From an optimization exercise on the open Yosys and OpenROAD flow, aimed at small area, a short achievable clock period and few clock cycles; shortcuts taken in it are not production practice.
Only simulation tests tie the RTL to the original design; equivalence was not proved.

$ cat flow/constraint.sdc
create_clock -name core_clock -period 10.0 [get_ports {clk}]
set_input_delay 2.0000 -clock core_clock [delete_from_list [all_inputs] [get_ports {clk}]]
set_output_delay 2.0000 -clock core_clock [all_outputs]
set_load 0.01 [all_outputs]
$ cat flow/design.v
module multiple(a, b, product);
  input  [14:0] a;
  input  [14:0] b;
  output [29:0] product;
  assign product = a * b;
endmodule
module adder(acc, hit, sign, mag, sum);
  input  [31:0] acc;
  input         hit;
  input         sign;
  input  [29:0] mag;
  output [31:0] sum;
  wire s = hit & sign;
  wire [31:0] b = hit ? {s, s, mag ^ {30{s}}} : 32'd0;
  wire [32:0] t = {acc, 1'b1} + {b, s};
  assign sum = t[32:1];
endmodule
module process_unit(acc, act, y);
  input  [31:0] acc;
  input         act;
  output [15:0] y;
  wire neg = acc[31];
  wire [14:0] dec = acc[23:9] - {14'd0, (acc[8:0] == 9'd0)};
  wire [14:0] mag = neg ? ~dec : acc[23:9];
  assign y = (act && neg) ? 16'h0000 : {neg, mag};
endmodule
module nzaa_layer(
  clk,
  rst_n,
  ld_en,
  ld_sel,
  ld_addr,
  ld_data,
  start,
  n_in,
  a_in,
  bias,
  need_act,
  done,
  y
);
  input clk;
  input rst_n;
  input ld_en;
  input[1:0] ld_sel;      
  input[4:0] ld_addr;
  input[15:0] ld_data;
  input start;
  input[4:0] n_in;        
  input[255:0] a_in;      
  input[15:0] bias;
  input need_act;
  output reg done;
  output[255:0] y;        
  reg[15:0] v_ram [0:31];
  reg[3:0]  z_ram [0:31];
  reg[5:0]  p_ram [0:16];
  always @(posedge clk)
  begin
    if (ld_en && ld_sel == 2'd0)
      v_ram[ld_addr] <= ld_data;
    if (ld_en && ld_sel == 2'd1)
      z_ram[ld_addr] <= ld_data[3:0];
    if (ld_en && ld_sel == 2'd2 && ld_addr <= 5'd16)
      p_ram[ld_addr] <= ld_data[5:0];
  end
  reg busy;               
  reg pre;                
  reg fetching;
  reg[255:0] a_reg;
  reg[4:0] ncol;
  reg act;
  reg[15:0] breg;
  reg[2:0] g;             
  reg[3:0] pmask;         
  reg[3:0] r_prev;        
  reg[3:0] c_prev;        
  wire accept = start && !busy;
  wire[5:0] p0 = p_ram[0];
  wire[5:0] pe = p_ram[ncol];
  reg[15:0] colm;         
  integer i;
  always @(*)
    for (i = 0; i < 16; i = i + 1)
      colm[i] = (i < ncol);
  wire[4:0] kl0 = {g, 2'd0};
  wire[4:0] kl1 = {g, 2'd1};
  wire[4:0] kl2 = {g, 2'd2};
  wire[4:0] kl3 = {g, 2'd3};
  wire[19:0] kk = {kl3, kl2, kl1, kl0};
  reg[3:0]  lv;           
  reg[3:0]  first;        
  reg[15:0] col;          
  reg[15:0] row;
  reg[3:0]  ep, iss;
  reg[3:0]  rp, cp, cnt, zk;
  reg[4:0]  kx;
  reg cs, cf, blk;
  integer l, m;
  always @(*)
  begin
    rp = r_prev;
    cp = c_prev;
    blk = 1'b0;
    for (l = 0; l < 4; l = l + 1)
      begin
        kx = kk[5*l +: 5];
        lv[l] = ({1'b0, kx} >= p0) && ({1'b0, kx} < pe);
        first[l] = ({1'b0, kx} == p0);
        cnt = 4'd0;
        for (i = 1; i < 16; i = i + 1)
          if (colm[i] && p_ram[i] <= {1'b0, kx})
            cnt = cnt + 4'd1;
        col[4*l +: 4] = cnt;
        cs = first[l] || (cnt != cp);
        zk = z_ram[kx];
        row[4*l +: 4] = cs ? zk : rp + 4'd1 + zk;
        rp = row[4*l +: 4];
        cp = cnt;
      end
    ep = pmask & lv;
    for (l = 0; l < 4; l = l + 1)
      begin
        cf = 1'b0;
        for (m = 0; m < l; m = m + 1)
          if (ep[m] && row[4*m +: 4] == row[4*l +: 4])
            cf = 1'b1;
        blk = blk | (ep[l] & cf);
        iss[l] = ep[l] & ~blk;
      end
  end
  wire grp_done = (ep & ~iss) == 4'd0;
  wire[5:0] nk = {g + 3'd1, 2'd0} + (g == 3'd7 ? 6'd32 : 6'd0);
  wire last_grp = (nk >= pe);
  wire emit_last = fetching && grp_done && last_grp;
  always @(posedge clk or negedge rst_n)
  begin
    if (!rst_n)
      begin
        busy <= 1'b0;
        pre <= 1'b0;
        fetching <= 1'b0;
        done <= 1'b0;
        g <= 3'd0;
        pmask <= 4'd0;
        r_prev <= 4'd0;
        c_prev <= 4'd0;
        ncol <= 5'd0;
        act <= 1'b0;
      end
    else
      begin
        pre <= accept;
        if (accept)
          begin
            busy <= 1'b1;
            done <= 1'b0;
            fetching <= 1'b1;
            ncol <= (n_in > 5'd16) ? 5'd16 : n_in;
            act <= need_act;
            g <= p_ram[0][5] ? 3'd7 : p_ram[0][4:2];
            pmask <= 4'hf;
          end
        else
          begin
            if (fetching)
              begin
                if (grp_done)
                  begin
                    g <= g + 3'd1;
                    pmask <= 4'hf;
                    r_prev <= row[15:12];
                    c_prev <= col[15:12];
                    if (last_grp)
                      fetching <= 1'b0;
                  end
                else
                  pmask <= ep & ~iss;
              end
            if (plast)
              begin
                busy <= 1'b0;
                done <= 1'b1;
              end
          end
      end
  end
  always @(posedge clk)
  begin
    if (accept)
      begin
        a_reg <= a_in;
        breg <= bias;
      end
  end
  reg[3:0] mvld;
  reg mlast;
  reg[59:0] ma, mb;
  reg[3:0] ms;
  reg[15:0] mr;
  reg[15:0] al, vl;
  always @(posedge clk or negedge rst_n)
  begin
    if (!rst_n)
      begin
        mvld <= 4'd0;
        mlast <= 1'b0;
      end
    else
      begin
        mvld <= fetching ? iss : 4'd0;
        mlast <= emit_last;
      end
  end
  always @(posedge clk)
  begin
    for (l = 0; l < 4; l = l + 1)
      begin
        al = a_reg[16*col[4*l +: 4] +: 16];
        vl = v_ram[kk[5*l +: 5]];
        ma[15*l +: 15] <= al[14:0];
        mb[15*l +: 15] <= vl[14:0];
        ms[l] <= al[15] ^ vl[15];
      end
    mr <= row;
  end
  reg[3:0] pvld;
  reg plast;
  reg[119:0] pp;
  reg[3:0] ps;
  reg[15:0] pr;
  wire[29:0] prod0, prod1, prod2, prod3;
  multiple mul0(.a(ma[14:0]),  .b(mb[14:0]),  .product(prod0));
  multiple mul1(.a(ma[29:15]), .b(mb[29:15]), .product(prod1));
  multiple mul2(.a(ma[44:30]), .b(mb[44:30]), .product(prod2));
  multiple mul3(.a(ma[59:45]), .b(mb[59:45]), .product(prod3));
  always @(posedge clk or negedge rst_n)
  begin
    if (!rst_n)
      begin
        pvld <= 4'd0;
        plast <= 1'b0;
      end
    else
      begin
        pvld <= mvld;
        plast <= mlast;
      end
  end
  always @(posedge clk)
  begin
    pp <= {prod3, prod2, prod1, prod0};
    ps <= ms;
    pr <= mr;
  end
  wire[31:0] bmag = {8'd0, breg[14:0], 9'd0};
  wire[31:0] btc = breg[15] ? (~bmag + 32'd1) : bmag;
  reg[31:0] acc [0:15];
  genvar j;
  generate
    for (j = 0; j < 16; j = j + 1)
      begin : rows
        wire[3:0] h;
        assign h[0] = pvld[0] && pr[3:0]   == j;
        assign h[1] = pvld[1] && pr[7:4]   == j;
        assign h[2] = pvld[2] && pr[11:8]  == j;
        assign h[3] = pvld[3] && pr[15:12] == j;
        wire hit = |h;
        wire sg = |(h & ps);
        wire[29:0] mg = ({30{h[0]}} & pp[29:0]) | ({30{h[1]}} & pp[59:30]) |
                        ({30{h[2]}} & pp[89:60]) | ({30{h[3]}} & pp[119:90]);
        wire[31:0] sum;
        adder add(.acc(acc[j]), .hit(hit), .sign(sg), .mag(mg), .sum(sum));
        always @(posedge clk)
          acc[j] <= pre ? btc : sum;
        process_unit outc(.acc(acc[j]), .act(act), .y(y[16*j +: 16]));
      end
  endgenerate
endmodule
$ cat flow/run.sh
#!/bin/bash
# synth_recipe.tcl (not shown) runs the flow's synth.tcl, then flattens the netlist and writes it again
# the make line also repeats each setting of config.mk as NAME=value (left out here)
make -C /OpenROAD-flow-scripts/flow DESIGN_CONFIG=/design/flow/config.mk WORK_HOME=/design/flow/orfs CLKGATE_MAP_FILE= SYNTH_SCRIPT=/design/flow/synth_recipe.tcl finish
$ cat flow/config.mk
export PLATFORM = sky130hd
export DESIGN_NAME = nzaa_layer
export DESIGN_NICKNAME = nzaa_layer
export VERILOG_FILES = /design/flow/design.v
export SDC_FILE = /design/flow/constraint.sdc
export NUM_CORES = 4
export LEC_CHECK = 0
export CAP_MARGIN = 20
export CORE_MARGIN = 2
export CORE_UTILIZATION = 40
export PLACE_DENSITY = 0.6
export SLEW_MARGIN = 20
==> run notes <==
* Flop2flop setup slack at -3.81 ns
* TNS Setup at -123.20 ns
* GRT Overall Usage at 28.2%
* TritonCTS Buffers at 224
* Sequential area share after synthesis at 33.1%
* DR DRC count at 0
* Hold Crit Start: mr[6]$_DFF_P_
* DR WL met3 at 58400 um
* Final net count at 18100
* I/O Buffers at 561
* HPWL reported at the end of detailed placement at 389000 um
* Final Slew Violations at 0
* Core Region at 376000 sq um
* Distinct cells, synth at 103
* Critical-path cell with the highest stage delay: a211oi_1
* Largest net degree at the start of global routing at 177
* Count of mapped cells out of synthesis at 15100
* Post-Route WL at 560000 um
* CTS Buffer Depth at 4
* Min Clock Period, post-route at 13.81 ns
* Clock skew at 0.181 ns
* Clk pin slew, worst setup/hold paths at 0.06 ns
* Crit Reg-Reg Endpoint: c_prev[0]$_DFFE_PN0P_
* CTS Root Cell: clkbuf_16
* Layout cell share with drive strength beyond 1 at 15.4%
* CTS tree: done
* Number of H-tree levels at 4
* Starting Density at 40.2%
* Routed Antenna Nets at 0
* RSZ-0062 raised after global routing: true
* Clock latency (worst-skew pair) at 1.01 ns
* Number of enable flip-flop cells after synthesis at 1104
* Die width at 618 um
* Final Non-Filler Cells at 21200
* Top FF cell, synth: edfxtp_1
* Wl on met1 at 225000 um
* Arr. time, crit path at 14.67 ns
* Commonest cells after routing, fill and taps aside: nand2_1 (1263), inv_1 (1120), edfxtp_1 (1104), ha_1 (1000), buf_4 (951)
* Result of the run: failed layout checks
* Setup violators final at 100
* Syn_area_per_cell at 10.0 sq um
* Register bit total from synthesis at 1931
* First-pass detailed-route iteration total at 10
* Hold path endpoint: pr[6]$_DFF_P_
* CP Data Required Time at 10.86 ns
* Number of global-route vias before repair at 120000
* Met2 wire len at 242000 um
* CP Class: reg -> reg
* WL/cell at 26.4 um
* Top Layer Used: met5
* Worst setup EP type: register
* Layout fillers at 34400
* Worst setup SP type: register
* Crit Path Max Fanout at 12
* Die H at 618 um
* Top Ports at 562
* Most common cell after layout, fill and taps aside: nand2_1
* Async SR Flop Fraction at 1.81%
* Die area at 382000 sq um
* Fmax at 72.4 MHz
* Violated checks: negative setup slack
* RD Place Congestion at 0.986
* Maxcap violations at 0
* Final hold viol count at 0
* Final worst slack at -3.81 ns
* First-pass GRT wire length at 808000 um
* Crit-path most repeated cell: buf_4
* Least-Margin Pin Slew at 1.20 ns
* Worst reg2reg path depth at 82
* Yosys warnings at 3
* Layout area overhead at 19.5%
* Clk sinks at 1931
* Worst rel slew slack at 20.3%
* Vias per std cell at 5.96
* Final global-route overflow total at 0
* Drt first-iter violations at 13900
* Worst Hold Slack at 0.306 ns
* Row Count at 225
* RR Startpoint: g[1]$_DFFE_PN0P_
* Period utilization at 138%
* Antenna violations before repair at 38
* Placed cells at 20500
* Routed vias at 127000
* Hold Path Depth at 0
* Hold Path Class: reg -> reg
* Crit-path max cell delay at 0.51 ns
* Synthesized area at 151000 sq um
[synthesized netlist by cell type, drive strengths merged (27+ instances only)]
master      n  area share, %
a221oi    543            3.2
a211o      46           0.27
ha       1047            8.7
o21a      119           0.59
nand2    1313            3.3
nor3      292           0.98
edfxtp   1104             22
a21o      134           0.67
or2        37           0.15
clkbuf    896            2.2
a22oi      27           0.13
o21ai     707            2.3
nand2b    134           0.56
o31ai      71           0.35
mux2       43           0.34
nor2b     177           0.73
dfrtp      35           0.58
or3       105           0.44
a2111oi    29           0.17
or4        31           0.15
a21oi     679            2.3
and3       62           0.26
o22ai      91           0.38
mux4      338            5.0
nand3b     42           0.21
mux2i     196            1.3
nand3     231           0.77
a22o      489            2.8
and2      510            2.1
fa        688            9.1
nor4       64           0.27
nor3b      70           0.35
nor2      530            1.3
buf       119           0.31
a311oi     38           0.22
a31oi     100           0.41
xnor2     962            5.7
a211oi    287            1.5
o21bai    171           0.85
inv      1147            2.9
xnor3      28           0.42
dfxtp     792             11
xor2      268            1.6
[layout make-up]
cell class              count  area (sq um)  area share [%]
clock inverters           128          1440           0.800
repair buffers           1665         15500            8.61
flip-flops and latches   1931         49900            27.7
multi-input cells       11100         96700            53.6
clock buffers             287          6090            3.37
diodes                     10          25.0          0.0139
inverters                1161          4390            2.43
well taps                4994          6250            3.46
[logic make-up (layout without fill, tap and decap cells)]
family	Yosys count	count (layout)	share of synthesized area [%]
AOI/OAI and AO/OA	3741	3741	17.3
xor gates and xnor gates	1262	1262	7.70
adders and majority gates	1735	1735	17.8
buffers and inverters	2176	3241	5.43
DFF	1931	1931	33.1
muxes	577	577	6.69
other	1	100	0.00249
and+or+nand+nor	3666	3666	12.0
[layer usage]
metal	up-vias	GRT usage, %
met5	-	0.189
met4	18	14.4
met3	1606	7.47
met1	62000	36.9
li1	56500	-
met2	6432	42.9
[critical path: cells and delay by family, from the launching register on]
kind | cells | cell delay [ns]
AOI/OAI and AO/OA | 6 | 1.24
xor gates and xnor gates | 6 | 1.23
adders and majority gates | 5 | 1.70
buffers and inverters | 54 | 6.72
DFF | 1 | 0.43
muxes | 6 | 1.57
and+or+nand+nor | 5 | 0.92
[timing repair]
| action | CTS | global route |
|---|---|---|
| pin swaps | 205 | 174 |
| gates resized for setup | 436 | 278 |
| endpoints found under the setup margin | 98 | 100 |
| hold buffers | 0 | 0 |
| hold endpoints to repair | 0 | 0 |
| gates cloned | 32 | 12 |
| setup buffers | 193 | 85 |
[per-stage QoR]
step / instance area, sq um / setup slack (ns) / utilization [%]
after floorplan: 152000 / -4.44 / -
after global placement: 166000 / -3.93 / 44.3
after detailed placement: 166000 / -4.05 / 44.3
after CTS: 178000 / -3.39 / 47.4
after global routing: 180000 / -4.29 / 48.0
final: 180000 / -3.81 / 48.0
[how the worst max path moves through the flow]
stage	startpoint	endpoint	slack, ns	cells past startpoint
floorplan	g[0]$_DFFE_PN0P_	c_prev[0]$_DFFE_PN0P_	-4.44	71
global placement	g[1]$_DFFE_PN0P_	r_prev[2]$_DFFE_PN0P_	-3.93	72
detailed placement	g[1]$_DFFE_PN0P_	c_prev[1]$_DFFE_PN0P_	-4.05	72
CTS	g[1]$_DFFE_PN0P_	g[1]$_DFFE_PN0P_	-3.39	71
global route	g[1]$_DFFE_PN0P_	c_prev[0]$_DFFE_PN0P_	-4.29	65
finish	g[1]$_DFFE_PN0P_	c_prev[0]$_DFFE_PN0P_	-3.81	82
Testbench counts, summed over its fixed seeds: cycles 2,370.

afterwards: timing with drivers on the ports:
The flow's constraints put no driver on any port. The routed layout listed below was extracted and timed again, unchanged, in two steps.
Step 1 sets driving cells, clkbuf_16 on the clock port and buf_2 on the other inputs (assumed; they add their load-dependent delay and slew).
Step 2 moves the port delays by t, midway between the first and last clock arrival at a register: inputs arrive t later, outputs are due t later. That takes back most of the time a late clock gives input paths.
Three values: ideal ports, drivers, drivers and shift; two values: the first two.
t, ns: 1.028
slack for setup (ns): -3.812 / -3.812 / -3.812
worst setup path after step 2: register to register
worst register clock-pin slew, ns: 0.07 / 0.07
For this run, drivers alone change the setup slack by 0.000 ns; drivers and shift together by 0.000 ns.
